This design comes from an exercise in tuning for small area on the open sky130 flow, not from production work. Only simulation tests tie the RTL to the original design; equivalence was not proved.

==> flow/design.v, too long to show whole: its modules and the start of the top module <==
// module fir_fa: 10 lines
// module fir_ha: 9 lines
// module fir_inst: 6045 lines
module fir_inst (
    input                clk,
    input                rst,
    input                data_in_vld,
    input  signed [15:0] data_in,
    output signed [36:0] data_out,
    output reg           data_out_vld
);
  // ...
==> flow/flow/run.sh <==
#!/bin/bash
# The standard layout (the standard.sh: standard synthesis, floorplan,
# placement, CTS, routing), with two changes:
#  - clock tree synthesis does not insert dummy loads (the leaf clusters are
#    balanced well enough without them);
#  - the buffer that placement puts on every input and output port is the
#    platform's smallest plain buffer (buf_1) instead of the delay cell that
#    buffer_ports picks by default.
# Everything else, including the synthesis, is the standard flow.
set -euo pipefail
export CTS_ARGS="-sink_clustering_enable -repair_clock_nets -dont_use_dummy_load -sink_clustering_size 30 -sink_clustering_max_diameter 70"
export BUFFER_PORTS_ARGS="-buffer_cell sky130_fd_sc_hd__buf_1"
bash standard.sh > standard_flow.log 2>&1
==> flow/standard.sh <==
#!/bin/bash
# synth_recipe.tcl (not shown) runs the flow's synth.tcl, then flattens the netlist and writes it again
# the make line also repeats each setting of config.mk as NAME=value (left out here)
make -C /OpenROAD-flow-scripts/flow DESIGN_CONFIG=/design/flow/config.mk WORK_HOME=/design/flow/orfs CLKGATE_MAP_FILE= SYNTH_SCRIPT=/design/flow/synth_recipe.tcl "${@:-finish}"
==> flow/config.mk <==
export PLATFORM = sky130hd
export DESIGN_NAME = fir_inst
export DESIGN_NICKNAME = fir_inst
export VERILOG_FILES = /design/flow/design.v
export SDC_FILE = /design/flow/constraint.sdc
export NUM_CORES = 4
export LEC_CHECK = 0
export CAP_MARGIN = 20
export CORE_MARGIN = 2
export CORE_UTILIZATION = 75
export CTS_CLUSTER_DIAMETER = 70
export CTS_CLUSTER_SIZE = 30
export PLACE_DENSITY = 0.82
export SLEW_MARGIN = 20
export SYNTH_HIERARCHICAL = 1
export SYNTH_MINIMUM_KEEP_SIZE = 0
==> flow/constraint.sdc <==
create_clock -name core_clock -period 9.0 [get_ports {clk}]
set_input_delay 1.8000 -clock core_clock [delete_from_list [all_inputs] [get_ports {clk}]]
set_output_delay 1.8000 -clock core_clock [all_outputs]
set_load 0.01 [all_outputs]
==> results.ini, run 1 <==
[critical_path]
worstSetupEndpointType = flip-flop
worst_path_max_delay_cell = fa_1
critPathBufInv = 0
critPathArrivalTime_ns = 9.28
cpLargestDelayFamily = adder cells
crit_cells = 17
slowest_delay_ns = 0.69
r2r_cells = 17

[synthesis]
synth_top_area_cell = fa_1
synth_cell_types = 34
ys_top_cells_by_area = fa_1 (42%), edfxtp_1 (40%), dfxtp_1 (5.8%), ha_1 (3.8%), nand2_1 (2.5%)
synthMuxAreaShare = 0
synth_top_area_share = 0.425
synth_common_cells = fa_1 (1804), edfxtp_1 (1120), nand2_1 (565)

[placement]
hpwlAfterDp_um = 238000
place_inst = 6597

[cts]
cts_sinks = 1368
ctsResizeCount = 0
numCtsBuffers = 79
post_cts_buffers = 0
root_buffer = clkbuf_16

[detailed_routing]
wl_per_cell_um = 43.1
drc = 0
highest_layer = met5

[floorplanning]
die_area_um2 = 116000
taps = 1500
dieHeight_um = 341

[cells_and_area]
nNetsFinal = 7262
ff_latch_area_um2 = 38600
seq_share = 0.435
dominant_cells = multi-input combinational cells
signal_buffers = 96

[sta]
rsz0062_at_grt = false
fin_crit_ns = 8.71
tns_ns = 0
timing.fmax_mhz = 115

[status]
status = no timing/DRC/antenna violations

[grt]
grt_remaining_overflow = 0
grt_pass1_wl_um = 390000

==> run 2, diff against run 1 <==
--- a/flow/design.v
+++ b/flow/design.v
@@ -2270,8 +2270,6 @@
 fir_fa un2662 (.a(n2655), .b(n2660), .c(n2658), .s(n2663), .co(n2664));
 wire n2666, n2667;
 fir_fa un2665 (.a(n2433), .b(n2448), .c(n1856), .s(n2666), .co(n2667));
-wire n2669, n2670;
-fir_fa un2668 (.a(n2661), .b(n2666), .c(n2664), .s(n2669), .co(n2670));
 wire n2672, n2673;
 fir_fa un2671 (.a(tp0_14_15), .b(tp0_56_15), .c(n1859), .s(n2672), .co(n2673));
 wire n2810, n2811;
@@ -2582,8 +2580,6 @@
 fir_fa un3609 (.a(n3602), .b(n3607), .c(n3605), .s(n3610), .co(n3611));
 wire n3613, n3614;
 fir_fa un3612 (.a(n2084), .b(n1613), .c(n3608), .s(n3613), .co(n3614));
-wire n3616, n3617;
-fir_ha un3615 (.a(n3613), .b(n3611), .s(n3616), .co(n3617));
 wire n3619, n3620;
 fir_fa un3618 (.a(n2090), .b(n1619), .c(n3614), .s(n3619), .co(n3620));
 wire n3748, n3749;
@@ -2645,7 +2641,6 @@
 wire n3852 = ~n3799;
 wire n3853 = ~n3805;
 wire n3854 = ~n3800;
-wire n3855 = ~n3811;
 wire n3975, n3976;
 fir_ha un3974 (.a(n476), .b(n3840), .s(n3975), .co(n3976));
 wire n3978, n3979;
@@ -2676,8 +2671,6 @@
 fir_ha un4013 (.a(n4009), .b(n4011), .s(n4014), .co(n4015));
 wire n4017, n4018;
 fir_fa un4016 (.a(n3592), .b(n3851), .c(n4012), .s(n4017), .co(n4018));
-wire n4020, n4021;
-fir_ha un4019 (.a(n4015), .b(n4017), .s(n4020), .co(n4021));
 wire n4179, n4180;
 fir_ha un4178 (.a(n276), .b(n2813), .s(n4179), .co(n4180));
 wire n4182, n4183;
@@ -2923,7 +2916,6 @@
 wire n5005 = ~n4002;
 wire n5006 = ~n4008;
 wire n5007 = ~n4014;
-wire n5008 = ~n4020;
 wire n5134, n5135;
 fir_ha un5133 (.a(n4997), .b(n4410), .s(n5134), .co(n5135));
 wire n5137, n5138;
@@ -3313,8 +3305,6 @@
 fir_fa un6269 (.a(n6170), .b(n4228), .c(n4233), .s(n6270), .co(n6271));
 wire n6273, n6274;
 fir_fa un6272 (.a(n6171), .b(n4239), .c(n6271), .s(n6273), .co(n6274));
-wire n6276, n6277;
-fir_fa un6275 (.a(n6172), .b(n4245), .c(n6274), .s(n6276), .co(n6277));
 wire n6299 = ~n14;
 wire n6301, n6302;
 fir_fa un6300 (.a(tp0_1_0), .b(tp0_69_0), .c(n17), .s(n6301), .co(n6302));
@@ -3785,8 +3775,6 @@
 fir_fa un6991 (.a(n6919), .b(n6986), .c(n5959), .s(n6992), .co(n6993));
 wire n6995, n6996;
 fir_fa un6994 (.a(n3439), .b(n6922), .c(n6989), .s(n6995), .co(n6996));
-wire n6998, n6999;
-fir_fa un6997 (.a(n6925), .b(n6992), .c(n6928), .s(n6998), .co(n6999));
 wire n7005, n7006;
 fir_fa un7004 (.a(n309), .b(n743), .c(n911), .s(n7005), .co(n7006));
 wire n7008, n7009;
@@ -3825,8 +3813,6 @@
 fir_fa un7055 (.a(n6987), .b(n7050), .c(n6153), .s(n7056), .co(n7057));
 wire n7059, n7060;
 fir_fa un7058 (.a(n6990), .b(n5965), .c(n7053), .s(n7059), .co(n7060));
-wire n7062, n7063;
-fir_fa un7061 (.a(n6993), .b(n3445), .c(n7056), .s(n7062), .co(n7063));
 wire n7072, n7073;
 fir_fa un7071 (.a(n259), .b(n7006), .c(n312), .s(n7072), .co(n7073));
 wire n7075, n7076;
@@ -3949,8 +3935,6 @@
 fir_fa un7294 (.a(n7226), .b(n7289), .c(n7292), .s(n7295), .co(n7296));
 wire n7298, n7299;
 fir_fa un7297 (.a(n7229), .b(n1613), .c(n2931), .s(n7298), .co(n7299));
-wire n7301, n7302;
-fir_fa un7300 (.a(n7295), .b(n7232), .c(n5971), .s(n7301), .co(n7302));
 wire n7321, n7322;
 fir_fa un7320 (.a(n462), .b(n564), .c(n168), .s(n7321), .co(n7322));
 wire n7324, n7325;
@@ -4361,8 +4345,6 @@
 fir_fa un8021 (.a(n7951), .b(n8016), .c(n8019), .s(n8022), .co(n8023));
 wire n8025, n8026;
 fir_fa un8024 (.a(n5155), .b(n7954), .c(n8022), .s(n8025), .co(n8026));
-wire n8027 = ~(n7957 ^ n8025);
-wire n8028 = n7957 | n8025;
 wire n8030, n8031;
 fir_fa un8029 (.a(tp0_5_9), .b(tp0_65_9), .c(tp0_15_9), .s(n8030), .co(n8031));
 wire n8033, n8034;
@@ -4407,8 +4389,6 @@
 fir_fa un8089 (.a(n8017), .b(n8081), .c(n8084), .s(n8090), .co(n8091));
 wire n8093, n8094;
 fir_fa un8092 (.a(n8020), .b(n8087), .c(n8090), .s(n8093), .co(n8094));
-wire n8096, n8097;
-fir_fa un8095 (.a(n8023), .b(n5161), .c(n8093), .s(n8096), .co(n8097));
 wire n8102, n8103;
 fir_fa un8101 (.a(tp0_5_10), .b(tp0_65_10), .c(tp0_15_10), .s(n8102), .co(n8103));
 wire n8105, n8106;
@@ -4455,8 +4435,6 @@
 fir_fa un8164 (.a(n6592), .b(n8088), .c(n5155), .s(n8165), .co(n8166));
 wire n8168, n8169;
 fir_fa un8167 (.a(n8159), .b(n8091), .c(n8162), .s(n8168), .co(n8169));
-wire n8171, n8172;
-fir_fa un8170 (.a(n8165), .b(n8094), .c(n8168), .s(n8171), .co(n8172));
 wire n8177, n8178;
 fir_fa un8176 (.a(tp0_5_11), .b(tp0_65_11), .c(tp0_15_11), .s(n8177), .co(n8178));
 wire n8180, n8181;
@@ -4611,8 +4589,6 @@
 fir_fa un8419 (.a(n8325), .b(n8417), .c(n4653), .s(n8420), .co(n8421));
 wire n8423, n8424;
 fir_fa un8422 (.a(n8328), .b(n8331), .c(n6788), .s(n8423), .co(n8424));
-wire n8426, n8427;
-fir_fa un8425 (.a(n8420), .b(n8334), .c(n6789), .s(n8426), .co(n8427));
 wire n8444, n8445;
 fir_fa un8443 (.a(tp0_5_14), .b(tp0_65_14), .c(tp0_15_14), .s(n8444), .co(n8445));
 wire n8447, n8448;
@@ -4709,8 +4685,6 @@
 fir_fa un8601 (.a(n8593), .b(n8508), .c(n8596), .s(n8602), .co(n8603));
 wire n8605, n8606;
 fir_fa un8604 (.a(n8599), .b(n8511), .c(n8602), .s(n8605), .co(n8606));
-wire n8608, n8609;
-fir_fa un8607 (.a(n4665), .b(n8605), .c(n8514), .s(n8608), .co(n8609));
 wire n8629, n8630;
 fir_fa un8628 (.a(n693), .b(n8537), .c(n8540), .s(n8629), .co(n8630));
 wire n8632, n8633;
@@ -4887,8 +4861,6 @@
 fir_fa un8990 (.a(n8935), .b(n3263), .c(n8988), .s(n8991), .co(n8992));
 wire n8994, n8995;
 fir_fa un8993 (.a(n8938), .b(n8991), .c(n4974), .s(n8994), .co(n8995));
-wire n8997, n8998;
-fir_fa un8996 (.a(n8941), .b(n8994), .c(n6273), .s(n8997), .co(n8998));
 wire n9023, n9024;
 fir_fa un9022 (.a(n711), .b(n512), .c(n215), .s(n9023), .co(n9024));
 wire n9026, n9027;
@@ -4947,8 +4919,6 @@
 fir_fa un9198 (.a(n9161), .b(n9196), .c(n9164), .s(n9199), .co(n9200));
 wire n9202, n9203;
 fir_fa un9201 (.a(n9167), .b(n9199), .c(n1077), .s(n9202), .co(n9203));
-wire n9205, n9206;
-fir_fa un9204 (.a(n9170), .b(n9202), .c(n9173), .s(n9205), .co(n9206));
 wire n9228, n9229;
 fir_fa un9227 (.a(n917), .b(n726), .c(n9197), .s(n9228), .co(n9229));
 wire n9231, n9232;
@@ -4959,6 +4929,7 @@
 wire r1_tp0_35_14 = ~x[590];
 wire r1_tp0_35_15 = ~x[591];
 wire r1_n927 = x[591];
+wire r1_n6172 = x[584];
 wire r1_n6173 = x[585];
 wire r1_n6174 = x[586];
 wire r1_n6175 = x[587];
@@ -4990,10 +4961,11 @@
 reg r1_n2096;
 reg r1_n2099;
 reg r1_n2100;
+reg r1_n2661;
 reg r1_n2663;
+reg r1_n2664;
+reg r1_n2666;
 reg r1_n2667;
-reg r1_n2669;
-reg r1_n2670;
 reg r1_n2672;
 reg r1_n2673;
 reg r1_n2930;
@@ -5009,18 +4981,20 @@
 reg r1_n3599;
 reg r1_n3604;
 reg r1_n3610;
-reg r1_n3616;
-reg r1_n3617;
+reg r1_n3611;
+reg r1_n3613;
 reg r1_n3619;
 reg r1_n3620;
 reg r1_n3809;
+reg r1_n3811;
 reg r1_n3812;
 reg r1_n3852;
 reg r1_n3853;
 reg r1_n3854;
-reg r1_n3855;
+reg r1_n4015;
+reg r1_n4017;
 reg r1_n4018;
-reg r1_n4021;
+reg r1_n4245;
 reg r1_n4251;
 reg r1_n4252;
 reg r1_n4254;
@@ -5030,6 +5004,7 @@
 reg r1_n4489;
 reg r1_n4491;
 reg r1_n4492;
+reg r1_n4665;
 reg r1_n4671;
 reg r1_n4677;
 reg r1_n4678;
@@ -5046,7 +5021,7 @@
 reg r1_n4983;
 reg r1_n4984;
 reg r1_n5007;
-reg r1_n5008;
+reg r1_n5161;
 reg r1_n5165;
 reg r1_n5167;
 reg r1_n5168;
@@ -5058,21 +5033,22 @@
 reg r1_n6162;
 reg r1_n6163;
 reg r1_n6273;
-reg r1_n6276;
-reg r1_n6277;
+reg r1_n6274;
+reg r1_n6789;
 reg r1_n6855;
 reg r1_n6859;
 reg r1_n6924;
+reg r1_n6925;
 reg r1_n6927;
+reg r1_n6928;
 reg r1_n6932;
+reg r1_n6992;
+reg r1_n6993;
 reg r1_n6995;
 reg r1_n6996;
-reg r1_n6998;
-reg r1_n6999;
+reg r1_n7056;
 reg r1_n7059;
 reg r1_n7060;
-reg r1_n7062;
-reg r1_n7063;
 reg r1_n7117;
 reg r1_n7118;
 reg r1_n7120;
@@ -5083,14 +5059,14 @@
 reg r1_n7179;
 reg r1_n7180;
 reg r1_n7231;
+reg r1_n7232;
 reg r1_n7234;
 reg r1_n7235;
 reg r1_n7237;
 reg r1_n7238;
+reg r1_n7295;
 reg r1_n7298;
 reg r1_n7299;
-reg r1_n7301;
-reg r1_n7302;
 reg r1_n7354;
 reg r1_n7355;
 reg r1_n7401;
@@ -5117,30 +5093,31 @@
 reg r1_n7822;
 reg r1_n7890;
 reg r1_n7956;
+reg r1_n7957;
+reg r1_n8023;
+reg r1_n8025;
 reg r1_n8026;
-reg r1_n8027;
-reg r1_n8028;
-reg r1_n8096;
-reg r1_n8097;
+reg r1_n8093;
+reg r1_n8094;
+reg r1_n8165;
+reg r1_n8168;
 reg r1_n8169;
-reg r1_n8171;
-reg r1_n8172;
 reg r1_n8246;
 reg r1_n8247;
 reg r1_n8249;
 reg r1_n8250;
+reg r1_n8334;
 reg r1_n8336;
 reg r1_n8337;
 reg r1_n8339;
 reg r1_n8340;
+reg r1_n8420;
 reg r1_n8421;
 reg r1_n8423;
 reg r1_n8424;
-reg r1_n8426;
-reg r1_n8427;
 reg r1_n8513;
-reg r1_n8608;
-reg r1_n8609;
+reg r1_n8514;
+reg r1_n8605;
 reg r1_n8692;
 reg r1_n8693;
 reg r1_n8758;
@@ -5153,21 +5130,22 @@
 reg r1_n8889;
 reg r1_n8892;
 reg r1_n8893;
+reg r1_n8941;
 reg r1_n8943;
 reg r1_n8944;
 reg r1_n8946;
 reg r1_n8947;
+reg r1_n8994;
 reg r1_n8995;
-reg r1_n8997;
-reg r1_n8998;
 reg r1_n9047;
 reg r1_n9048;
 reg r1_n9092;
 reg r1_n9093;
 reg r1_n9131;
+reg r1_n9170;
 reg r1_n9172;
-reg r1_n9205;
-reg r1_n9206;
+reg r1_n9173;
+reg r1_n9202;
 reg r1_n9231;
 reg r1_n9252;
 reg r1_n9253;
@@ -5197,10 +5175,11 @@
     r1_n2096 <= n2096;
     r1_n2099 <= n2099;
     r1_n2100 <= n2100;
+    r1_n2661 <= n2661;
     r1_n2663 <= n2663;
+    r1_n2664 <= n2664;
+    r1_n2666 <= n2666;
     r1_n2667 <= n2667;
-    r1_n2669 <= n2669;
-    r1_n2670 <= n2670;
     r1_n2672 <= n2672;
     r1_n2673 <= n2673;
     r1_n2930 <= n2930;
@@ -5216,18 +5195,20 @@
     r1_n3599 <= n3599;
     r1_n3604 <= n3604;
     r1_n3610 <= n3610;
-    r1_n3616 <= n3616;
-    r1_n3617 <= n3617;
+    r1_n3611 <= n3611;
+    r1_n3613 <= n3613;
     r1_n3619 <= n3619;
     r1_n3620 <= n3620;
     r1_n3809 <= n3809;
+    r1_n3811 <= n3811;
     r1_n3812 <= n3812;
     r1_n3852 <= n3852;
     r1_n3853 <= n3853;
     r1_n3854 <= n3854;
-    r1_n3855 <= n3855;
+    r1_n4015 <= n4015;
+    r1_n4017 <= n4017;
     r1_n4018 <= n4018;
-    r1_n4021 <= n4021;
+    r1_n4245 <= n4245;
     r1_n4251 <= n4251;
     r1_n4252 <= n4252;
     r1_n4254 <= n4254;
@@ -5237,6 +5218,7 @@
     r1_n4489 <= n4489;
     r1_n4491 <= n4491;
     r1_n4492 <= n4492;
+    r1_n4665 <= n4665;
     r1_n4671 <= n4671;
     r1_n4677 <= n4677;
     r1_n4678 <= n4678;
@@ -5253,7 +5235,7 @@
     r1_n4983 <= n4983;
     r1_n4984 <= n4984;
     r1_n5007 <= n5007;
-    r1_n5008 <= n5008;
+    r1_n5161 <= n5161;
     r1_n5165 <= n5165;
     r1_n5167 <= n5167;
     r1_n5168 <= n5168;
@@ -5265,21 +5247,22 @@
     r1_n6162 <= n6162;
     r1_n6163 <= n6163;
     r1_n6273 <= n6273;
-    r1_n6276 <= n6276;
-    r1_n6277 <= n6277;
+    r1_n6274 <= n6274;
+    r1_n6789 <= n6789;
     r1_n6855 <= n6855;
     r1_n6859 <= n6859;
     r1_n6924 <= n6924;
+    r1_n6925 <= n6925;
     r1_n6927 <= n6927;
+    r1_n6928 <= n6928;
     r1_n6932 <= n6932;
+    r1_n6992 <= n6992;
+    r1_n6993 <= n6993;
     r1_n6995 <= n6995;
     r1_n6996 <= n6996;
-    r1_n6998 <= n6998;
-    r1_n6999 <= n6999;
+    r1_n7056 <= n7056;
     r1_n7059 <= n7059;
     r1_n7060 <= n7060;
-    r1_n7062 <= n7062;
-    r1_n7063 <= n7063;
     r1_n7117 <= n7117;
     r1_n7118 <= n7118;
     r1_n7120 <= n7120;
@@ -5290,14 +5273,14 @@
     r1_n7179 <= n7179;
     r1_n7180 <= n7180;
     r1_n7231 <= n7231;
+    r1_n7232 <= n7232;
     r1_n7234 <= n7234;
     r1_n7235 <= n7235;
     r1_n7237 <= n7237;
     r1_n7238 <= n7238;
+    r1_n7295 <= n7295;
     r1_n7298 <= n7298;
     r1_n7299 <= n7299;
-    r1_n7301 <= n7301;
-    r1_n7302 <= n7302;
     r1_n7354 <= n7354;
     r1_n7355 <= n7355;
     r1_n7401 <= n7401;
@@ -5324,30 +5307,31 @@
     r1_n7822 <= n7822;
     r1_n7890 <= n7890;
     r1_n7956 <= n7956;
+    r1_n7957 <= n7957;
+    r1_n8023 <= n8023;
+    r1_n8025 <= n8025;
     r1_n8026 <= n8026;
-    r1_n8027 <= n8027;
-    r1_n8028 <= n8028;
-    r1_n8096 <= n8096;
-    r1_n8097 <= n8097;
+    r1_n8093 <= n8093;
+    r1_n8094 <= n8094;
+    r1_n8165 <= n8165;
+    r1_n8168 <= n8168;
     r1_n8169 <= n8169;
-    r1_n8171 <= n8171;
-    r1_n8172 <= n8172;
     r1_n8246 <= n8246;
     r1_n8247 <= n8247;
     r1_n8249 <= n8249;
     r1_n8250 <= n8250;
+    r1_n8334 <= n8334;
     r1_n8336 <= n8336;
     r1_n8337 <= n8337;
     r1_n8339 <= n8339;
     r1_n8340 <= n8340;
+    r1_n8420 <= n8420;
     r1_n8421 <= n8421;
     r1_n8423 <= n8423;
     r1_n8424 <= n8424;
-    r1_n8426 <= n8426;
-    r1_n8427 <= n8427;
     r1_n8513 <= n8513;
-    r1_n8608 <= n8608;
-    r1_n8609 <= n8609;
+    r1_n8514 <= n8514;
+    r1_n8605 <= n8605;
     r1_n8692 <= n8692;
     r1_n8693 <= n8693;
     r1_n8758 <= n8758;
@@ -5360,35 +5344,40 @@
     r1_n8889 <= n8889;
     r1_n8892 <= n8892;
     r1_n8893 <= n8893;
+    r1_n8941 <= n8941;
     r1_n8943 <= n8943;
     r1_n8944 <= n8944;
     r1_n8946 <= n8946;
     r1_n8947 <= n8947;
+    r1_n8994 <= n8994;
     r1_n8995 <= n8995;
-    r1_n8997 <= n8997;
-    r1_n8998 <= n8998;
     r1_n9047 <= n9047;
     r1_n9048 <= n9048;
     r1_n9092 <= n9092;
     r1_n9093 <= n9093;
     r1_n9131 <= n9131;
+    r1_n9170 <= n9170;
     r1_n9172 <= n9172;
-    r1_n9205 <= n9205;
-    r1_n9206 <= n9206;
+    r1_n9173 <= n9173;
+    r1_n9202 <= n9202;
     r1_n9231 <= n9231;
     r1_n9252 <= n9252;
     r1_n9253 <= n9253;
 end
 wire n1628, n1629;
 fir_fa un1627 (.a(r1_n1623), .b(r1_n1391), .c(r1_n1626), .s(n1628), .co(n1629));
+wire n2669, n2670;
+fir_fa un2668 (.a(r1_n2661), .b(r1_n2666), .c(r1_n2664), .s(n2669), .co(n2670));
 wire n2675, n2676;
-fir_fa un2674 (.a(r1_n2667), .b(r1_n2672), .c(r1_n2670), .s(n2675), .co(n2676));
+fir_fa un2674 (.a(r1_n2667), .b(r1_n2672), .c(n2670), .s(n2675), .co(n2676));
 wire n2678, n2679;
 fir_fa un2677 (.a(r1_n1862), .b(r1_n2673), .c(n2676), .s(n2678), .co(n2679));
 wire n3454, n3455;
 fir_fa un3453 (.a(r1_n3283), .b(r1_n3449), .c(r1_n3452), .s(n3454), .co(n3455));
+wire n3616, n3617;
+fir_ha un3615 (.a(r1_n3613), .b(r1_n3611), .s(n3616), .co(n3617));
 wire n3622, n3623;
-fir_ha un3621 (.a(r1_n3617), .b(r1_n3619), .s(n3622), .co(n3623));
+fir_ha un3621 (.a(r1_n3619), .b(n3617), .s(n3622), .co(n3623));
 wire n3625, n3626;
 fir_fa un3624 (.a(r1_n2096), .b(r1_n1625), .c(r1_n3620), .s(n3625), .co(n3626));
 wire n3628, n3629;
@@ -5408,7 +5397,7 @@
 wire n3817, n3818;
 fir_ha un3816 (.a(r1_n3812), .b(n3814), .s(n3817), .co(n3818));
 wire n3820, n3821;
-fir_fa un3819 (.a(r1_n1223), .b(r1_n2669), .c(n3815), .s(n3820), .co(n3821));
+fir_fa un3819 (.a(r1_n1223), .b(n3815), .c(n2669), .s(n3820), .co(n3821));
 wire n3823, n3824;
 fir_ha un3822 (.a(n3818), .b(n3820), .s(n3823), .co(n3824));
 wire n3826, n3827;
@@ -5421,6 +5410,7 @@
 fir_ha un3834 (.a(n3830), .b(n3832), .s(n3835), .co(n3836));
 wire n3838, n3839;
 fir_fa un3837 (.a(r1_n1863), .b(n2679), .c(n3833), .s(n3838), .co(n3839));
+wire n3855 = ~r1_n3811;
 wire n3856 = ~n3817;
 wire n3857 = ~n3823;
 wire n3858 = ~n3829;
@@ -5428,24 +5418,26 @@
 wire n3860 = ~n3838;
 wire n3861 = ~n3836;
 wire n3862 = ~n3839;
+wire n4020, n4021;
+fir_ha un4019 (.a(r1_n4015), .b(r1_n4017), .s(n4020), .co(n4021));
 wire n4023, n4024;
 fir_fa un4022 (.a(r1_n3598), .b(r1_n3852), .c(r1_n4018), .s(n4023), .co(n4024));
 wire n4026, n4027;
-fir_ha un4025 (.a(r1_n4021), .b(n4023), .s(n4026), .co(n4027));
+fir_ha un4025 (.a(n4021), .b(n4023), .s(n4026), .co(n4027));
 wire n4029, n4030;
 fir_fa un4028 (.a(r1_n3604), .b(r1_n3599), .c(r1_n3854), .s(n4029), .co(n4030));
 wire n4032, n4033;
 fir_fa un4031 (.a(r1_n3853), .b(n4024), .c(n4029), .s(n4032), .co(n4033));
 wire n4035, n4036;
-fir_fa un4034 (.a(r1_n3610), .b(r1_n3855), .c(n4030), .s(n4035), .co(n4036));
+fir_fa un4034 (.a(r1_n3610), .b(n3855), .c(n4030), .s(n4035), .co(n4036));
 wire n4038, n4039;
 fir_ha un4037 (.a(n4033), .b(n4035), .s(n4038), .co(n4039));
 wire n4041, n4042;
-fir_fa un4040 (.a(r1_n3616), .b(n3856), .c(n4036), .s(n4041), .co(n4042));
+fir_fa un4040 (.a(n3616), .b(n3856), .c(n4036), .s(n4041), .co(n4042));
 wire n4044, n4045;
 fir_ha un4043 (.a(n4039), .b(n4041), .s(n4044), .co(n4045));
 wire n4047, n4048;
-fir_fa un4046 (.a(n3622), .b(n3857), .c(n4042), .s(n4047), .co(n4048));
+fir_fa un4046 (.a(n3622), .b(n4042), .c(n3857), .s(n4047), .co(n4048));
 wire n4050, n4051;
 fir_ha un4049 (.a(n4045), .b(n4047), .s(n4050), .co(n4051));
 wire n4053, n4054;
@@ -5459,11 +5451,11 @@
 wire n4065, n4066;
 fir_fa un4064 (.a(n3640), .b(n3635), .c(n3861), .s(n4065), .co(n4066));
 wire n4068, n4069;
-fir_fa un4067 (.a(n3860), .b(n4065), .c(n4060), .s(n4068), .co(n4069));
+fir_fa un4067 (.a(n3860), .b(n4060), .c(n4065), .s(n4068), .co(n4069));
 wire n4071, n4072;
 fir_fa un4070 (.a(n3643), .b(n3862), .c(n4066), .s(n4071), .co(n4072));
 wire n4074, n4075;
-fir_ha un4073 (.a(n4071), .b(n4069), .s(n4074), .co(n4075));
+fir_ha un4073 (.a(n4069), .b(n4071), .s(n4074), .co(n4075));
 wire n4077, n4078;
 fir_fa un4076 (.a(n3644), .b(n4072), .c(n4075), .s(n4077), .co(n4078));
 wire n4257, n4258;
@@ -5504,6 +5496,7 @@
 fir_fa un4991 (.a(r1_n927), .b(n3454), .c(n4990), .s(n4992), .co(n4993));
 wire n4995, n4996;
 fir_ha un4994 (.a(r1_n3284), .b(n3455), .s(n4995), .co(n4996));
+wire n5008 = ~n4020;
 wire n5009 = ~n4026;
 wire n5010 = ~n4032;
 wire n5011 = ~n4027;
@@ -5522,21 +5515,21 @@
 wire n5173, n5174;
 fir_ha un5172 (.a(r1_n5168), .b(n5170), .s(n5173), .co(n5174));
 wire n5176, n5177;
-fir_fa un5175 (.a(r1_n4815), .b(r1_n4810), .c(r1_n5008), .s(n5176), .co(n5177));
+fir_fa un5175 (.a(r1_n4815), .b(r1_n4810), .c(n5008), .s(n5176), .co(n5177));
 wire n5179, n5180;
 fir_ha un5178 (.a(n5171), .b(n5176), .s(n5179), .co(n5180));
 wire n5182, n5183;
-fir_fa un5181 (.a(r1_n4821), .b(n5177), .c(n5180), .s(n5182), .co(n5183));
+fir_fa un5181 (.a(r1_n4821), .b(n5177), .c(n5009), .s(n5182), .co(n5183));
 wire n5185, n5186;
-fir_ha un5184 (.a(n5009), .b(n5182), .s(n5185), .co(n5186));
+fir_ha un5184 (.a(n5180), .b(n5182), .s(n5185), .co(n5186));
 wire n5188, n5189;
 fir_fa un5187 (.a(n4827), .b(n5011), .c(n5010), .s(n5188), .co(n5189));
 wire n5191, n5192;
-fir_fa un5190 (.a(n5183), .b(n5186), .c(n5188), .s(n5191), .co(n5192));
+fir_fa un5190 (.a(n5183), .b(n5188), .c(n5186), .s(n5191), .co(n5192));
 wire n5194, n5195;
 fir_fa un5193 (.a(n4833), .b(n5012), .c(n5189), .s(n5194), .co(n5195));
 wire n5197, n5198;
-fir_ha un5196 (.a(n5192), .b(n5194), .s(n5197), .co(n5198));
+fir_ha un5196 (.a(n5194), .b(n5192), .s(n5197), .co(n5198));
 wire n5200, n5201;
 fir_fa un5199 (.a(n4839), .b(n5013), .c(n5195), .s(n5200), .co(n5201));
 wire n5203, n5204;
@@ -5563,8 +5556,10 @@
 fir_ha un5232 (.a(n5020), .b(n5231), .s(n5233), .co(n5234));
 wire n5236, n5237;
 fir_ha un5235 (.a(n5021), .b(n5234), .s(n5236), .co(n5237));
+wire n6276, n6277;
+fir_fa un6275 (.a(r1_n6172), .b(r1_n4245), .c(r1_n6274), .s(n6276), .co(n6277));
 wire n6279, n6280;
-fir_fa un6278 (.a(r1_n6173), .b(r1_n4251), .c(r1_n6277), .s(n6279), .co(n6280));
+fir_fa un6278 (.a(r1_n6173), .b(r1_n4251), .c(n6277), .s(n6279), .co(n6280));
 wire n6282, n6283;
 fir_fa un6281 (.a(r1_n6174), .b(n4257), .c(n6280), .s(n6282), .co(n6283));
 wire n6285, n6286;
@@ -5580,20 +5575,24 @@
 wire n6930, n6931;
 fir_fa un6929 (.a(r1_n6924), .b(r1_n6855), .c(r1_n6927), .s(n6930), .co(n6931));
 wire n6933 = ~n6930;
+wire n6998, n6999;
+fir_fa un6997 (.a(r1_n6925), .b(r1_n6992), .c(r1_n6928), .s(n6998), .co(n6999));
 wire n7001, n7002;
-fir_fa un7000 (.a(r1_n6995), .b(r1_n6998), .c(n6931), .s(n7001), .co(n7002));
+fir_fa un7000 (.a(r1_n6995), .b(n6931), .c(n6998), .s(n7001), .co(n7002));
 wire n7003 = ~n7001;
+wire n7062, n7063;
+fir_fa un7061 (.a(r1_n6993), .b(r1_n3445), .c(r1_n7056), .s(n7062), .co(n7063));
 wire n7065, n7066;
-fir_fa un7064 (.a(r1_n6996), .b(r1_n7059), .c(r1_n6999), .s(n7065), .co(n7066));
+fir_fa un7064 (.a(r1_n6996), .b(r1_n7059), .c(n6999), .s(n7065), .co(n7066));
 wire n7068, n7069;
-fir_fa un7067 (.a(r1_n7062), .b(n7065), .c(n7002), .s(n7068), .co(n7069));
+fir_fa un7067 (.a(n7062), .b(n7002), .c(n7065), .s(n7068), .co(n7069));
 wire n7070 = ~n7068;
 wire n7123, n7124;
 fir_fa un7122 (.a(r1_n5971), .b(r1_n7117), .c(r1_n7060), .s(n7123), .co(n7124));
 wire n7126, n7127;
-fir_fa un7125 (.a(r1_n3451), .b(r1_n7120), .c(r1_n7063), .s(n7126), .co(n7127));
+fir_fa un7125 (.a(r1_n3451), .b(r1_n7120), .c(n7063), .s(n7126), .co(n7127));
 wire n7129, n7130;
-fir_fa un7128 (.a(n7066), .b(n7123), .c(n7126), .s(n7129), .co(n7130));
+fir_fa un7128 (.a(n7123), .b(n7066), .c(n7126), .s(n7129), .co(n7130));
 wire n7131 = ~n7069;
 wire n7132 = ~n7129;
 wire n7182, n7183;
@@ -5601,11 +5600,11 @@
 wire n7185, n7186;
 fir_fa un7184 (.a(r1_n7118), .b(r1_n7179), .c(r1_n7121), .s(n7185), .co(n7186));
 wire n7188, n7189;
-fir_fa un7187 (.a(r1_n6162), .b(n7124), .c(n7127), .s(n7188), .co(n7189));
+fir_fa un7187 (.a(r1_n6162), .b(n7124), .c(n3454), .s(n7188), .co(n7189));
 wire n7191, n7192;
-fir_fa un7190 (.a(n3454), .b(n7182), .c(n7185), .s(n7191), .co(n7192));
+fir_fa un7190 (.a(n7182), .b(n7185), .c(n7127), .s(n7191), .co(n7192));
 wire n7194, n7195;
-fir_fa un7193 (.a(n7130), .b(n7188), .c(n7191), .s(n7194), .co(n7195));
+fir_fa un7193 (.a(n7188), .b(n7130), .c(n7191), .s(n7194), .co(n7195));
 wire n7196 = ~n7194;
 wire n7240, n7241;
 fir_fa un7239 (.a(r1_n7231), .b(r1_n7177), .c(r1_n5977), .s(n7240), .co(n7241));
@@ -5616,18 +5615,20 @@
 wire n7249, n7250;
 fir_fa un7248 (.a(n7186), .b(n7240), .c(n7243), .s(n7249), .co(n7250));
 wire n7252, n7253;
-fir_fa un7251 (.a(n7189), .b(n7192), .c(n7246), .s(n7252), .co(n7253));
+fir_fa un7251 (.a(n7189), .b(n7246), .c(n7249), .s(n7252), .co(n7253));
 wire n7255, n7256;
-fir_fa un7254 (.a(n7249), .b(n7195), .c(n7252), .s(n7255), .co(n7256));
+fir_fa un7254 (.a(n7192), .b(n7252), .c(n7195), .s(n7255), .co(n7256));
 wire n7257 = ~n7255;
+wire n7301, n7302;
+fir_fa un7300 (.a(r1_n7295), .b(r1_n7232), .c(r1_n5971), .s(n7301), .co(n7302));
 wire n7304, n7305;
 fir_fa un7303 (.a(r1_n2663), .b(r1_n7235), .c(r1_n7298), .s(n7304), .co(n7305));
 wire n7307, n7308;
-fir_fa un7306 (.a(r1_n5980), .b(r1_n7238), .c(r1_n7301), .s(n7307), .co(n7308));
+fir_fa un7306 (.a(r1_n5980), .b(r1_n7238), .c(n7241), .s(n7307), .co(n7308));
 wire n7310, n7311;
-fir_fa un7309 (.a(n7241), .b(n7244), .c(n7304), .s(n7310), .co(n7311));
+fir_fa un7309 (.a(n7244), .b(n7301), .c(n7304), .s(n7310), .co(n7311));
 wire n7313, n7314;
-fir_fa un7312 (.a(n7307), .b(n7247), .c(n7250), .s(n7313), .co(n7314));
+fir_fa un7312 (.a(n7247), .b(n7250), .c(n7307), .s(n7313), .co(n7314));
 wire n7316, n7317;
 fir_fa un7315 (.a(n7310), .b(n7253), .c(n7313), .s(n7316), .co(n7317));
 wire n7318 = ~n7256;
@@ -5635,11 +5636,11 @@
 wire n7357, n7358;
 fir_fa un7356 (.a(r1_n5972), .b(r1_n1619), .c(r1_n7299), .s(n7357), .co(n7358));
 wire n7360, n7361;
-fir_fa un7359 (.a(r1_n5981), .b(r1_n7354), .c(r1_n7302), .s(n7360), .co(n7361));
+fir_fa un7359 (.a(r1_n5981), .b(r1_n7354), .c(n7302), .s(n7360), .co(n7361));
 wire n7363, n7364;
-fir_fa un7362 (.a(r1_n2669), .b(n7305), .c(n7308), .s(n7363), .co(n7364));
+fir_fa un7362 (.a(n7305), .b(n2669), .c(n7357), .s(n7363), .co(n7364));
 wire n7366, n7367;
-fir_fa un7365 (.a(n7357), .b(n7360), .c(n7311), .s(n7366), .co(n7367));
+fir_fa un7365 (.a(n7308), .b(n7311), .c(n7360), .s(n7366), .co(n7367));
 wire n7369, n7370;
 fir_fa un7368 (.a(n7363), .b(n7314), .c(n7366), .s(n7369), .co(n7370));
 wire n7371 = ~n7317;
@@ -5647,9 +5648,9 @@
 wire n7404, n7405;
 fir_fa un7403 (.a(r1_n5977), .b(r1_n7401), .c(r1_n7355), .s(n7404), .co(n7405));
 wire n7407, n7408;
-fir_fa un7406 (.a(r1_n1625), .b(n7358), .c(n7361), .s(n7407), .co(n7408));
+fir_fa un7406 (.a(r1_n1625), .b(n7358), .c(n7404), .s(n7407), .co(n7408));
 wire n7410, n7411;
-fir_fa un7409 (.a(n2675), .b(n7404), .c(n7364), .s(n7410), .co(n7411));
+fir_fa un7409 (.a(n7361), .b(n2675), .c(n7364), .s(n7410), .co(n7411));
 wire n7413, n7414;
 fir_fa un7412 (.a(n7407), .b(n7367), .c(n7410), .s(n7413), .co(n7414));
 wire n7415 = ~n7370;
@@ -5659,9 +5660,9 @@
 wire n7445, n7446;
 fir_fa un7444 (.a(r1_n5980), .b(n7405), .c(n1628), .s(n7445), .co(n7446));
 wire n7448, n7449;
-fir_fa un7447 (.a(n7442), .b(n7408), .c(n2678), .s(n7448), .co(n7449));
+fir_fa un7447 (.a(n7442), .b(n7408), .c(n7445), .s(n7448), .co(n7449));
 wire n7451, n7452;
-fir_fa un7450 (.a(n7445), .b(n7411), .c(n7448), .s(n7451), .co(n7452));
+fir_fa un7450 (.a(n2678), .b(n7411), .c(n7448), .s(n7451), .co(n7452));
 wire n7453 = ~n7414;
 wire n7454 = ~n7451;
 wire n7477, n7478;
@@ -5669,7 +5670,7 @@
 wire n7480, n7481;
 fir_fa un7479 (.a(n1629), .b(n7443), .c(n7477), .s(n7480), .co(n7481));
 wire n7483, n7484;
-fir_fa un7482 (.a(n2679), .b(n7446), .c(n7480), .s(n7483), .co(n7484));
+fir_fa un7482 (.a(n7446), .b(n7480), .c(n2679), .s(n7483), .co(n7484));
 wire n7486, n7487;
 fir_fa un7485 (.a(n7449), .b(n7483), .c(n7452), .s(n7486), .co(n7487));
 wire n7488 = ~n7486;
@@ -5701,26 +5702,34 @@
 fir_fa un7548 (.a(r1_n4680), .b(r1_n4678), .c(n7545), .s(n7549), .co(n7550));
 wire n7551 = ~n7549;
 wire n7553 = ~n7550;
+wire n8027 = ~(r1_n7957 ^ r1_n8025);
+wire n8028 = r1_n7957 | r1_n8025;
+wire n8096, n8097;
+fir_fa un8095 (.a(r1_n8023), .b(r1_n5161), .c(r1_n8093), .s(n8096), .co(n8097));
 wire n8099, n8100;
-fir_fa un8098 (.a(r1_n8026), .b(r1_n8028), .c(r1_n8096), .s(n8099), .co(n8100));
+fir_fa un8098 (.a(r1_n8026), .b(n8028), .c(n8096), .s(n8099), .co(n8100));
+wire n8171, n8172;
+fir_fa un8170 (.a(r1_n8165), .b(r1_n8094), .c(r1_n8168), .s(n8171), .co(n8172));
 wire n8174, n8175;
-fir_fa un8173 (.a(r1_n5167), .b(r1_n8097), .c(r1_n8171), .s(n8174), .co(n8175));
+fir_fa un8173 (.a(r1_n5167), .b(n8097), .c(n8171), .s(n8174), .co(n8175));
 wire n8252, n8253;
 fir_fa un8251 (.a(r1_n8169), .b(r1_n8246), .c(r1_n8249), .s(n8252), .co(n8253));
 wire n8255, n8256;
-fir_fa un8254 (.a(r1_n8172), .b(n8175), .c(n8252), .s(n8255), .co(n8256));
+fir_fa un8254 (.a(n8172), .b(n8252), .c(n5173), .s(n8255), .co(n8256));
 wire n8342, n8343;
 fir_fa un8341 (.a(r1_n8247), .b(r1_n8336), .c(r1_n8250), .s(n8342), .co(n8343));
 wire n8345, n8346;
 fir_fa un8344 (.a(r1_n8339), .b(r1_n5167), .c(n8253), .s(n8345), .co(n8346));
 wire n8348, n8349;
-fir_fa un8347 (.a(n8342), .b(n5174), .c(n5179), .s(n8348), .co(n8349));
+fir_fa un8347 (.a(n8342), .b(n5174), .c(n8345), .s(n8348), .co(n8349));
 wire n8351, n8352;
-fir_fa un8350 (.a(n8256), .b(n8345), .c(n8348), .s(n8351), .co(n8352));
+fir_fa un8350 (.a(n5179), .b(n8256), .c(n8348), .s(n8351), .co(n8352));
+wire n8426, n8427;
+fir_fa un8425 (.a(r1_n8420), .b(r1_n8334), .c(r1_n6789), .s(n8426), .co(n8427));
 wire n8429, n8430;
 fir_fa un8428 (.a(r1_n6273), .b(r1_n8337), .c(r1_n8423), .s(n8429), .co(n8430));
 wire n8432, n8433;
-fir_fa un8431 (.a(r1_n8340), .b(r1_n8426), .c(n8343), .s(n8432), .co(n8433));
+fir_fa un8431 (.a(r1_n8340), .b(n8343), .c(n8426), .s(n8432), .co(n8433));
 wire n8435, n8436;
 fir_fa un8434 (.a(n8429), .b(n5173), .c(n8346), .s(n8435), .co(n8436));
 wire n8438, n8439;
@@ -5730,49 +5739,51 @@
 wire n8516, n8517;
 fir_fa un8515 (.a(r1_n8421), .b(r1_n8513), .c(r1_n8424), .s(n8516), .co(n8517));
 wire n8519, n8520;
-fir_fa un8518 (.a(r1_n6859), .b(r1_n8427), .c(r1_n6276), .s(n8519), .co(n8520));
+fir_fa un8518 (.a(r1_n6859), .b(n8427), .c(n8430), .s(n8519), .co(n8520));
 wire n8522, n8523;
-fir_fa un8521 (.a(n8430), .b(n8516), .c(n8519), .s(n8522), .co(n8523));
+fir_fa un8521 (.a(n6276), .b(n8516), .c(n5174), .s(n8522), .co(n8523));
 wire n8525, n8526;
-fir_fa un8524 (.a(n5174), .b(n5179), .c(n8433), .s(n8525), .co(n8526));
+fir_fa un8524 (.a(n8433), .b(n8519), .c(n5179), .s(n8525), .co(n8526));
 wire n8528, n8529;
 fir_fa un8527 (.a(n8522), .b(n8436), .c(n8525), .s(n8528), .co(n8529));
 wire n8531, n8532;
-fir_fa un8530 (.a(n8439), .b(n8528), .c(n5191), .s(n8531), .co(n8532));
+fir_fa un8530 (.a(n8439), .b(n5191), .c(n8528), .s(n8531), .co(n8532));
 wire n8533 = ~(n8442 ^ n8531);
 wire n8534 = n8442 | n8531;
+wire n8608, n8609;
+fir_fa un8607 (.a(r1_n4665), .b(r1_n8605), .c(r1_n8514), .s(n8608), .co(n8609));
 wire n8611, n8612;
-fir_fa un8610 (.a(r1_n6932), .b(r1_n8608), .c(n8517), .s(n8611), .co(n8612));
+fir_fa un8610 (.a(r1_n6932), .b(n8517), .c(n8608), .s(n8611), .co(n8612));
 wire n8614, n8615;
-fir_fa un8613 (.a(n8520), .b(n6279), .c(n6933), .s(n8614), .co(n8615));
+fir_fa un8613 (.a(n6933), .b(n8520), .c(n6279), .s(n8614), .co(n8615));
 wire n8617, n8618;
-fir_fa un8616 (.a(n8523), .b(n8611), .c(n8614), .s(n8617), .co(n8618));
+fir_fa un8616 (.a(n8611), .b(n8523), .c(n8614), .s(n8617), .co(n8618));
 wire n8620, n8621;
 fir_fa un8619 (.a(n8526), .b(n5185), .c(n8617), .s(n8620), .co(n8621));
 wire n8623, n8624;
-fir_fa un8622 (.a(n8529), .b(n8620), .c(n5197), .s(n8623), .co(n8624));
+fir_fa un8622 (.a(n8529), .b(n5197), .c(n8620), .s(n8623), .co(n8624));
 wire n8626, n8627;
-fir_fa un8625 (.a(n8532), .b(n8623), .c(n8534), .s(n8626), .co(n8627));
+fir_fa un8625 (.a(n8532), .b(n8534), .c(n8623), .s(n8626), .co(n8627));
 wire n8695, n8696;
-fir_fa un8694 (.a(r1_n4671), .b(r1_n8692), .c(r1_n8609), .s(n8695), .co(n8696));
+fir_fa un8694 (.a(r1_n4671), .b(r1_n8692), .c(n8609), .s(n8695), .co(n8696));
 wire n8698, n8699;
-fir_fa un8697 (.a(n8695), .b(n8612), .c(n6282), .s(n8698), .co(n8699));
+fir_fa un8697 (.a(n8612), .b(n8695), .c(n7003), .s(n8698), .co(n8699));
 wire n8701, n8702;
-fir_fa un8700 (.a(n7003), .b(n8615), .c(n8698), .s(n8701), .co(n8702));
+fir_fa un8700 (.a(n6282), .b(n8615), .c(n8698), .s(n8701), .co(n8702));
 wire n8704, n8705;
-fir_fa un8703 (.a(n8618), .b(n8701), .c(n8621), .s(n8704), .co(n8705));
+fir_fa un8703 (.a(n8618), .b(n8701), .c(n5191), .s(n8704), .co(n8705));
 wire n8707, n8708;
-fir_fa un8706 (.a(n5191), .b(n8704), .c(n5203), .s(n8707), .co(n8708));
+fir_fa un8706 (.a(n8621), .b(n8704), .c(n5203), .s(n8707), .co(n8708));
 wire n8710, n8711;
 fir_fa un8709 (.a(n8624), .b(n8707), .c(n8627), .s(n8710), .co(n8711));
 wire n8764, n8765;
 fir_fa un8763 (.a(r1_n8758), .b(r1_n4677), .c(r1_n8693), .s(n8764), .co(n8765));
 wire n8767, n8768;
-fir_fa un8766 (.a(r1_n8761), .b(n8696), .c(n8764), .s(n8767), .co(n8768));
+fir_fa un8766 (.a(r1_n8761), .b(n8764), .c(n8696), .s(n8767), .co(n8768));
 wire n8770, n8771;
-fir_fa un8769 (.a(n8767), .b(n6285), .c(n8699), .s(n8770), .co(n8771));
+fir_fa un8769 (.a(n8767), .b(n7070), .c(n8699), .s(n8770), .co(n8771));
 wire n8773, n8774;
-fir_fa un8772 (.a(n7070), .b(n8702), .c(n8770), .s(n8773), .co(n8774));
+fir_fa un8772 (.a(n6285), .b(n8702), .c(n8770), .s(n8773), .co(n8774));
 wire n8776, n8777;
 fir_fa un8775 (.a(n5197), .b(n8773), .c(n8705), .s(n8776), .co(n8777));
 wire n8779, n8780;
@@ -5784,13 +5795,13 @@
 wire n8835, n8836;
 fir_fa un8834 (.a(r1_n8829), .b(n8765), .c(n8832), .s(n8835), .co(n8836));
 wire n8838, n8839;
-fir_fa un8837 (.a(n8768), .b(n8835), .c(n7132), .s(n8838), .co(n8839));
+fir_fa un8837 (.a(n8835), .b(n8768), .c(n6288), .s(n8838), .co(n8839));
 wire n8841, n8842;
-fir_fa un8840 (.a(n6286), .b(n7131), .c(n6288), .s(n8841), .co(n8842));
+fir_fa un8840 (.a(n7131), .b(n7132), .c(n6286), .s(n8841), .co(n8842));
 wire n8844, n8845;
 fir_fa un8843 (.a(n8838), .b(n8771), .c(n8841), .s(n8844), .co(n8845));
 wire n8847, n8848;
-fir_fa un8846 (.a(n8774), .b(n8844), .c(n5203), .s(n8847), .co(n8848));
+fir_fa un8846 (.a(n8774), .b(n5203), .c(n8844), .s(n8847), .co(n8848));
 wire n8850, n8851;
 fir_fa un8849 (.a(n8777), .b(n5210), .c(n8847), .s(n8850), .co(n8851));
 wire n8853, n8854;
@@ -5800,13 +5811,13 @@
 wire n8898, n8899;
 fir_fa un8897 (.a(r1_n8892), .b(n8833), .c(n8895), .s(n8898), .co(n8899));
 wire n8901, n8902;
-fir_fa un8900 (.a(n8836), .b(n8898), .c(n8839), .s(n8901), .co(n8902));
+fir_fa un8900 (.a(n8836), .b(n8898), .c(n6291), .s(n8901), .co(n8902));
 wire n8904, n8905;
-fir_fa un8903 (.a(n7196), .b(n6291), .c(n8842), .s(n8904), .co(n8905));
+fir_fa un8903 (.a(n8839), .b(n7196), .c(n8842), .s(n8904), .co(n8905));
 wire n8907, n8908;
 fir_fa un8906 (.a(n8901), .b(n8845), .c(n8904), .s(n8907), .co(n8908));
 wire n8910, n8911;
-fir_fa un8909 (.a(n8907), .b(n5209), .c(n8848), .s(n8910), .co(n8911));
+fir_fa un8909 (.a(n5209), .b(n8848), .c(n8907), .s(n8910), .co(n8911));
 wire n8913, n8914;
 fir_fa un8912 (.a(n8851), .b(n8910), .c(n5221), .s(n8913), .co(n8914));
 wire n8949, n8950;
@@ -5814,37 +5825,39 @@
 wire n8952, n8953;
 fir_fa un8951 (.a(r1_n8946), .b(n8896), .c(n8949), .s(n8952), .co(n8953));
 wire n8955, n8956;
-fir_fa un8954 (.a(n8899), .b(n8952), .c(n8902), .s(n8955), .co(n8956));
+fir_fa un8954 (.a(n8899), .b(n8952), .c(n6294), .s(n8955), .co(n8956));
 wire n8958, n8959;
-fir_fa un8957 (.a(n7257), .b(n6294), .c(n8905), .s(n8958), .co(n8959));
+fir_fa un8957 (.a(n8902), .b(n7257), .c(n8955), .s(n8958), .co(n8959));
 wire n8961, n8962;
-fir_fa un8960 (.a(n8955), .b(n8908), .c(n8958), .s(n8961), .co(n8962));
+fir_fa un8960 (.a(n8905), .b(n8958), .c(n5210), .s(n8961), .co(n8962));
 wire n8964, n8965;
-fir_fa un8963 (.a(n5210), .b(n8961), .c(n5215), .s(n8964), .co(n8965));
+fir_fa un8963 (.a(n8908), .b(n5215), .c(n8961), .s(n8964), .co(n8965));
 wire n8967, n8968;
 fir_fa un8966 (.a(n8911), .b(n8964), .c(n8914), .s(n8967), .co(n8968));
+wire n8997, n8998;
+fir_fa un8996 (.a(r1_n8941), .b(r1_n8994), .c(r1_n6273), .s(n8997), .co(n8998));
 wire n9000, n9001;
-fir_fa un8999 (.a(r1_n8944), .b(r1_n8947), .c(r1_n8997), .s(n9000), .co(n9001));
+fir_fa un8999 (.a(r1_n8944), .b(r1_n8947), .c(n8950), .s(n9000), .co(n9001));
 wire n9003, n9004;
-fir_fa un9002 (.a(n8950), .b(n4986), .c(n9000), .s(n9003), .co(n9004));
+fir_fa un9002 (.a(n4986), .b(n8997), .c(n8953), .s(n9003), .co(n9004));
 wire n9006, n9007;
-fir_fa un9005 (.a(n8953), .b(n9003), .c(n7318), .s(n9006), .co(n9007));
+fir_fa un9005 (.a(n9000), .b(n9003), .c(n7319), .s(n9006), .co(n9007));
 wire n9009, n9010;
-fir_fa un9008 (.a(n7319), .b(n6297), .c(n8956), .s(n9009), .co(n9010));
+fir_fa un9008 (.a(n6297), .b(n7318), .c(n9006), .s(n9009), .co(n9010));
 wire n9012, n9013;
-fir_fa un9011 (.a(n9006), .b(n8959), .c(n9009), .s(n9012), .co(n9013));
+fir_fa un9011 (.a(n8956), .b(n9009), .c(n8959), .s(n9012), .co(n9013));
 wire n9015, n9016;
-fir_fa un9014 (.a(n8962), .b(n9012), .c(n5221), .s(n9015), .co(n9016));
+fir_fa un9014 (.a(n9012), .b(n8962), .c(n5221), .s(n9015), .co(n9016));
 wire n9018, n9019;
 fir_fa un9017 (.a(n8965), .b(n9015), .c(n8968), .s(n9018), .co(n9019));
 wire n9020 = ~(n5230 ^ n9018);
 wire n9021 = n5230 | n9018;
 wire n9050, n9051;
-fir_fa un9049 (.a(r1_n8995), .b(r1_n9047), .c(r1_n6276), .s(n9050), .co(n9051));
+fir_fa un9049 (.a(r1_n8995), .b(r1_n9047), .c(n8998), .s(n9050), .co(n9051));
 wire n9053, n9054;
-fir_fa un9052 (.a(r1_n8998), .b(n9001), .c(n9050), .s(n9053), .co(n9054));
+fir_fa un9052 (.a(n6276), .b(n9001), .c(n4989), .s(n9053), .co(n9054));
 wire n9056, n9057;
-fir_fa un9055 (.a(n4989), .b(n9004), .c(n9053), .s(n9056), .co(n9057));
+fir_fa un9055 (.a(n9050), .b(n9004), .c(n9053), .s(n9056), .co(n9057));
 wire n9059, n9060;
 fir_fa un9058 (.a(n9056), .b(n7371), .c(n7372), .s(n9059), .co(n9060));
 wire n9062, n9063;
@@ -5858,9 +5871,9 @@
 wire n9095, n9096;
 fir_fa un9094 (.a(r1_n4980), .b(r1_n9048), .c(r1_n9092), .s(n9095), .co(n9096));
 wire n9098, n9099;
-fir_fa un9097 (.a(n9051), .b(n6279), .c(n9095), .s(n9098), .co(n9099));
+fir_fa un9097 (.a(n9095), .b(n9051), .c(n6279), .s(n9098), .co(n9099));
 wire n9101, n9102;
-fir_fa un9100 (.a(n9054), .b(n9098), .c(n4992), .s(n9101), .co(n9102));
+fir_fa un9100 (.a(n4992), .b(n9054), .c(n9098), .s(n9101), .co(n9102));
 wire n9104, n9105;
 fir_fa un9103 (.a(n9057), .b(n9101), .c(n7415), .s(n9104), .co(n9105));
 wire n9107, n9108;
@@ -5876,9 +5889,9 @@
 wire n9137, n9138;
 fir_fa un9136 (.a(n9096), .b(n9134), .c(n4995), .s(n9137), .co(n9138));
 wire n9140, n9141;
-fir_fa un9139 (.a(n6282), .b(n9099), .c(n9137), .s(n9140), .co(n9141));
+fir_fa un9139 (.a(n9137), .b(n4993), .c(n6282), .s(n9140), .co(n9141));
 wire n9143, n9144;
-fir_fa un9142 (.a(n4993), .b(n9140), .c(n9102), .s(n9143), .co(n9144));
+fir_fa un9142 (.a(n9099), .b(n9102), .c(n9140), .s(n9143), .co(n9144));
 wire n9146, n9147;
 fir_fa un9145 (.a(n7453), .b(n7454), .c(n9143), .s(n9146), .co(n9147));
 wire n9149, n9150;
@@ -5894,23 +5907,25 @@
 wire n9178, n9179;
 fir_fa un9177 (.a(n4996), .b(n9175), .c(n9138), .s(n9178), .co(n9179));
 wire n9181, n9182;
-fir_fa un9180 (.a(n6285), .b(n9141), .c(n9178), .s(n9181), .co(n9182));
+fir_fa un9180 (.a(n9178), .b(n6285), .c(n9141), .s(n9181), .co(n9182));
 wire n9184, n9185;
-fir_fa un9183 (.a(n9181), .b(n9144), .c(n7488), .s(n9184), .co(n9185));
+fir_fa un9183 (.a(n9144), .b(n9181), .c(n7488), .s(n9184), .co(n9185));
 wire n9187, n9188;
 fir_fa un9186 (.a(n9147), .b(n9184), .c(n9150), .s(n9187), .co(n9188));
 wire n9190, n9191;
 fir_fa un9189 (.a(n9187), .b(n5236), .c(n9153), .s(n9190), .co(n9191));
 wire n9193, n9194;
 fir_fa un9192 (.a(n9156), .b(n9190), .c(n9158), .s(n9193), .co(n9194));
+wire n9205, n9206;
+fir_fa un9204 (.a(r1_n9170), .b(r1_n9202), .c(r1_n9173), .s(n9205), .co(n9206));
 wire n9208, n9209;
-fir_fa un9207 (.a(r1_n9205), .b(n4989), .c(n9176), .s(n9208), .co(n9209));
+fir_fa un9207 (.a(n9205), .b(n4989), .c(n9176), .s(n9208), .co(n9209));
 wire n9211, n9212;
-fir_fa un9210 (.a(n6286), .b(n6288), .c(n9208), .s(n9211), .co(n9212));
+fir_fa un9210 (.a(n6288), .b(n9208), .c(n9179), .s(n9211), .co(n9212));
 wire n9214, n9215;
-fir_fa un9213 (.a(n9179), .b(n9211), .c(n7514), .s(n9214), .co(n9215));
+fir_fa un9213 (.a(n6286), .b(n9211), .c(n9182), .s(n9214), .co(n9215));
 wire n9217, n9218;
-fir_fa un9216 (.a(n9182), .b(n7513), .c(n9214), .s(n9217), .co(n9218));
+fir_fa un9216 (.a(n7514), .b(n7513), .c(n9214), .s(n9217), .co(n9218));
 wire n9220, n9221;
 fir_fa un9219 (.a(n9185), .b(n9217), .c(n9188), .s(n9220), .co(n9221));
 wire n9223, n9224;
@@ -5918,11 +5933,11 @@
 wire n9225 = ~(n9223 ^ n9194);
 wire n9226 = n9223 | n9194;
 wire n9234, n9235;
-fir_fa un9233 (.a(r1_n9231), .b(r1_n9206), .c(n4992), .s(n9234), .co(n9235));
+fir_fa un9233 (.a(r1_n9231), .b(n9206), .c(n4992), .s(n9234), .co(n9235));
 wire n9237, n9238;
 fir_fa un9236 (.a(n9209), .b(n7531), .c(n6291), .s(n9237), .co(n9238));
 wire n9240, n9241;
-fir_fa un9239 (.a(n9212), .b(n9234), .c(n7530), .s(n9240), .co(n9241));
+fir_fa un9239 (.a(n9234), .b(n9212), .c(n7530), .s(n9240), .co(n9241));
 wire n9243, n9244;
 fir_fa un9242 (.a(n9237), .b(n9215), .c(n9240), .s(n9243), .co(n9244));
 wire n9246, n9247;
@@ -5934,7 +5949,7 @@
 wire n9261, n9262;
 fir_fa un9260 (.a(n9235), .b(n9258), .c(n6294), .s(n9261), .co(n9262));
 wire n9264, n9265;
-fir_fa un9263 (.a(n9238), .b(n9241), .c(n9261), .s(n9264), .co(n9265));
+fir_fa un9263 (.a(n9238), .b(n9261), .c(n9241), .s(n9264), .co(n9265));
 wire n9267, n9268;
 fir_fa un9266 (.a(n9244), .b(n9264), .c(n9247), .s(n9267), .co(n9268));
 wire n9270, n9271;
@@ -5946,7 +5961,7 @@
 wire n9279, n9280;
 fir_fa un9278 (.a(n6297), .b(n9276), .c(n9262), .s(n9279), .co(n9280));
 wire n9282, n9283;
-fir_fa un9281 (.a(n9265), .b(n9279), .c(n9268), .s(n9282), .co(n9283));
+fir_fa un9281 (.a(n9279), .b(n9265), .c(n9268), .s(n9282), .co(n9283));
 wire n9285, n9286;
 fir_fa un9284 (.a(r1_n926), .b(n9271), .c(n7551), .s(n9285), .co(n9286));
 wire n9288, n9289;
@@ -5959,7 +5974,7 @@
 fir_fa un9296 (.a(n9294), .b(n9289), .c(n9292), .s(n9297), .co(n9298));
 wire n9299 = ~n8174;
 wire n9301, n9302;
-fir_fa un9300 (.a(n5173), .b(n8255), .c(n8174), .s(n9301), .co(n9302));
+fir_fa un9300 (.a(n8175), .b(n8255), .c(n8174), .s(n9301), .co(n9302));
 wire n9303 = ~(n8351 ^ n9302);
 wire n9304 = n8351 | n9302;
 wire n9306, n9307;
@@ -6066,7 +6081,7 @@
     r2_n7822 <= r1_n7822;
     r2_n7890 <= r1_n7890;
     r2_n7956 <= r1_n7956;
-    r2_n8027 <= r1_n8027;
+    r2_n8027 <= n8027;
     r2_n8099 <= n8099;
     r2_n9224 <= n9224;
     r2_n9225 <= n9225;
--- a/flow/config.mk
+++ b/flow/config.mk
@@ -7,10 +7,10 @@
 export LEC_CHECK = 0
 export CAP_MARGIN = 20
 export CORE_MARGIN = 2
-export CORE_UTILIZATION = 75
+export CORE_UTILIZATION = 62
 export CTS_CLUSTER_DIAMETER = 70
 export CTS_CLUSTER_SIZE = 30
-export PLACE_DENSITY = 0.82
+export PLACE_DENSITY = 0.7
 export SLEW_MARGIN = 20
 export SYNTH_HIERARCHICAL = 1
 export SYNTH_MINIMUM_KEEP_SIZE = 0
==> run 2 against run 1 <==
Effect of this change:
- count of clock-buffer cells in the layout grew 14
- first-iteration DRC count decreased by 14%
- critical endpoint is now r1_n8249$_DFF_P_
- still clean on timing, DRC and antenna
- register-to-register slack improved by 0.21 ns
- non-clock buffer count unchanged
- flip-flop and latch count increased by 7
- wire length down 0.93%
==> results.ini, run 2 <==
[status]
status = no timing/DRC/antenna violations  ; unchanged

[cts]
holdBufCountCts = 0  ; unchanged
root_buffer = clkbuf_16  ; unchanged
cts.reportedPaths.clkPinSlew_ns = 0.09  ; was 0.11 ns
numCtsBuffers = 93  ; was 79
ctsHtreeMaxLevel = 3  ; unchanged
clock_latency_ns = 0.79  ; was 0.75 ns
cts_sinks = 1375  ; was 1368
post_cts_buffers = 0  ; unchanged
tritoncts = built  ; unchanged
ctsResizeCount = 0  ; unchanged
ctsLongestPathBuffers = 3  ; unchanged

[sta]
tns_ns = 0  ; unchanged
slew_headroom = 0.229  ; was 0.154
post-route-period-util = 0.944  ; was 0.967
tightestPinTransition_ns = 1.15  ; was 1.26 ns
timing.fmax_mhz = 118  ; was 115 MHz
fin_worst_hold_slack_ns = 0.335  ; was 0.299 ns
setup_viol_count_final = 0  ; unchanged
fin_skew_ns = 0.130  ; was 0.0867 ns
slew_viol_final = 0  ; unchanged
rsz0062_at_grt = false  ; unchanged
fin_crit_ns = 8.49  ; was 8.71 ns
finalHoldViolCount = 0  ; unchanged

[cells_and_area]
drive_gt1_frac = 0.0281  ; was 0.0255
nNetsFinal = 7282  ; was 7262
syn_to_final_growth_pct = 5.27  ; was 4.40%
mostFrequentLayoutCells = fa_1 (1804), edfxtp_1 (1120), nand2_1 (565), nor2_1 (547), inv_1 (356)  ; was fa_1 (1804), edfxtp_1 (1120), nand2_1 (565), nor2_1 (547), inv_1 (357)
largest-register = x  ; unchanged
final_common_cell = fa_1  ; unchanged
fin_cells = 6995  ; was 6697
final_area_um2 = 89700  ; was 88800 µm²
largest_register_ffs = 1120  ; unchanged

[grt]
grt_remaining_overflow = 0  ; unchanged
track_usage = 0.419  ; was 0.515
grt_pass1_vias = 46900  ; was 49900
grt_pass1_wl_um = 385000  ; was 390000 µm
antenna_found_initial = 10  ; was 17
grt_max_degree = 205  ; was 196

[floorplanning]
start_util = 0.622  ; was 0.756
coreArea_um2 = 137000  ; was 112000 µm²
die_area_um2 = 140000  ; was 116000 µm²
dieHeight_um = 375  ; was 341 µm
die_w_um = 375  ; was 341 µm
rows = 136  ; was 123
io_pins = 57  ; unchanged

[critical_path]
required_ns = 9.58  ; was 9.57 ns
start_kind = flip-flop  ; unchanged
worstSetupEndpointType = flip-flop  ; unchanged
path_class = flip-flop to flip-flop  ; unchanged
crit_fanout = 3  ; unchanged
critPathArrivalTime_ns = 9.07  ; was 9.28 ns

[synthesis]
avgSynthCellArea_um2 = 16.5  ; about the same
synth_top_area_cell = fa_1  ; unchanged
synth_cell_types = 34  ; unchanged
ys_top_cells_by_area = fa_1 (42%), edfxtp_1 (39%), dfxtp_1 (5.9%), ha_1 (3.8%), nand2_1 (2.5%)  ; was fa_1 (42%), edfxtp_1 (40%), dfxtp_1 (5.8%), ha_1 (3.8%), nand2_1 (2.5%)
synth_xor_area_frac = 0.00195  ; was 0.00196
synth_compound_area_frac = 0.00285  ; about the same
synthAdderAreaFrac = 0.462  ; was 0.463
ys_warn_count = 7  ; unchanged
syn_inst = 5168  ; was 5162
synth_top_area_share = 0.424  ; was 0.425
synth_seq_cells = 1375  ; was 1368
async_flop_share = 0.00145  ; was 0.00146
synthMuxAreaShare = 0  ; unchanged
ys_seq_area_frac = 0.455  ; was 0.454
ys.flop_type = edfxtp_1  ; unchanged
netlist_area_um2 = 85200  ; was 85100 µm²
synth_common_cells = fa_1 (1804), edfxtp_1 (1120), nand2_1 (565)  ; unchanged
synth-edff-count = 1120  ; unchanged
yosys.area_share.simple = 0.0527  ; was 0.0528
synth_top_family_by_area = adder cells  ; unchanged
synth_nets = 7252  ; was 7246
yosysMostFrequentCell = fa_1  ; unchanged

[placement]
place_congestion = 1.08  ; was 1.12
place_inst = 6896  ; was 6597
io_buffers = 56  ; unchanged
hpwlAfterDp_um = 245000  ; was 238000 µm
place_area_um2 = 87300  ; was 86800 µm²

[detailed_routing]
wl_um = 286000  ; was 289000 µm
dr.pass1.iters = 5  ; was 9
drtIter0Drc = 7840  ; was 9067
ant_nets = 0  ; unchanged
wl_per_cell_um = 40.9  ; was 43.1 µm
vias_per_cell = 6.48  ; was 7.20
vias = 45300  ; was 48200
drc = 0  ; unchanged

[hold_path]
min_path_type = flip-flop to flip-flop  ; unchanged

[job]
cap_viol_max_count = 0  ; unchanged

## run 2: routing by layer
layer	vias up	global-route usage	share of wire
li1	16600	-	-
met1	25000	0.641	0.40
met2	3365	0.561	0.41
met3	411	0.175	0.16
met4	0	0.113	0.033
met5	-	0	0
## run 2: cell families (layout without fill, tap and decap cells)
group	Yosys count	in the layout
AOI/OAI and AO/OA	35	35
DFF	1375	1375
xor gates and xnor gates	19	19
and+or+nand+nor	1154	1154
buffers and inverters	519	547
other	0	5
adders and majority gates	2066	2066
## run 2: area by class of cell
type / count / area, µm²
Antenna cell: 5 / 12.5
Clock buffer: 93 / 2330
Fill cell: 9497 / 47300
Inverter: 358 / 1350
Multi-Input combinational cell: 3274 / 44300
Sequential cell: 1375 / 38700
Tap cell: 1794 / 2240
Timing Repair Buffer: 96 / 709
## run 2: worst max-delay path, cell delays in order, from the launching register on
cell and delay, ns:
edfxtp_1 0.41, ha_1 0.52, fa_1 0.46, fa_1 0.39, fa_1 0.50, fa_1 0.43
fa_1 0.40, fa_1 0.42, fa_1 0.68, ha_1 0.38, fa_1 0.44, fa_1 0.41
fa_1 0.41, fa_1 0.46, ha_1 0.30, fa_1 0.68, fa_1 0.55, fa_1 0.47
## run 2: path summary, 6_finish.rpt
| check | startpoint | endpoint | slack, ns | cells past startpoint |
|---|---|---|---|---|
| max reg2reg | x[496]$_DFFE_PP_ | r1_n8249$_DFF_P_ | 0.51 | 17 |
| min in group asynchronous | rst | data_out_vld$_DFF_PP0_ | 1.51 | 2 |
| max | x[496]$_DFFE_PP_ | r1_n8249$_DFF_P_ | 0.51 | 17 |
| min reg2reg | r1_n7706$_DFF_P_ | r2_n7706$_DFF_P_ | 0.34 | 0 |
| min | r1_n7706$_DFF_P_ | r2_n7706$_DFF_P_ | 0.34 | 0 |
| max in group asynchronous | rst | vld1$_DFF_PP0_ | 6.96 | 2 |
## run 2: modules after synthesis, one instance, submodules excluded
| module | times used | cells inside | area (µm²) |
|---|---|---|---|
| fir_fa | 1804 | 1 | 20.0 |
| fir_ha | 243 | 1 | 12.5 |
| fir_inst | 1 | 3121 | 46000 |
## run 2: through the flow
step	setup WS (ns)	utilization
global placement	0.741	0.637
floorplan	-1.49	-
detailed placement	0.691	0.637
CTS	0.661	0.654
global route	0.464	0.655
finish	0.507	0.655

==> what the ideal ports hide <==
Ports are ideal in the flow. The routed layouts listed here were re-timed in OpenROAD.
Step 1 (the two cells are an assumption about what drives the block):
set clk [get_ports {clk}]
set_driving_cell -lib_cell sky130_fd_sc_hd__clkbuf_16 $clk
set_driving_cell -lib_cell sky130_fd_sc_hd__buf_2 [delete_from_list [all_inputs] $clk]
Step 2 moves the port delays by t, midway between the first and last clock arrival at a register: inputs arrive t later, outputs are due t later. That takes back most of the time a late clock gives input paths.
Three values: ideal ports, drivers, drivers and shift; two values: the first two.
run	shift t [ns]	setup WS [ns]	hold WS [ns]	latest minus earliest clock arrival (ns)	worst register clock-pin slew, ns
run 1	0.795	0.295 / 0.295 / 0.295	0.299 / 0.299 / 0.299	0.111 / 0.111	0.12 / 0.12
run 2	0.817	0.507 / 0.507 / 0.507	0.335 / 0.335 / 0.335	0.130 / 0.130	0.11 / 0.11
After both steps every run listed still meets setup and hold.
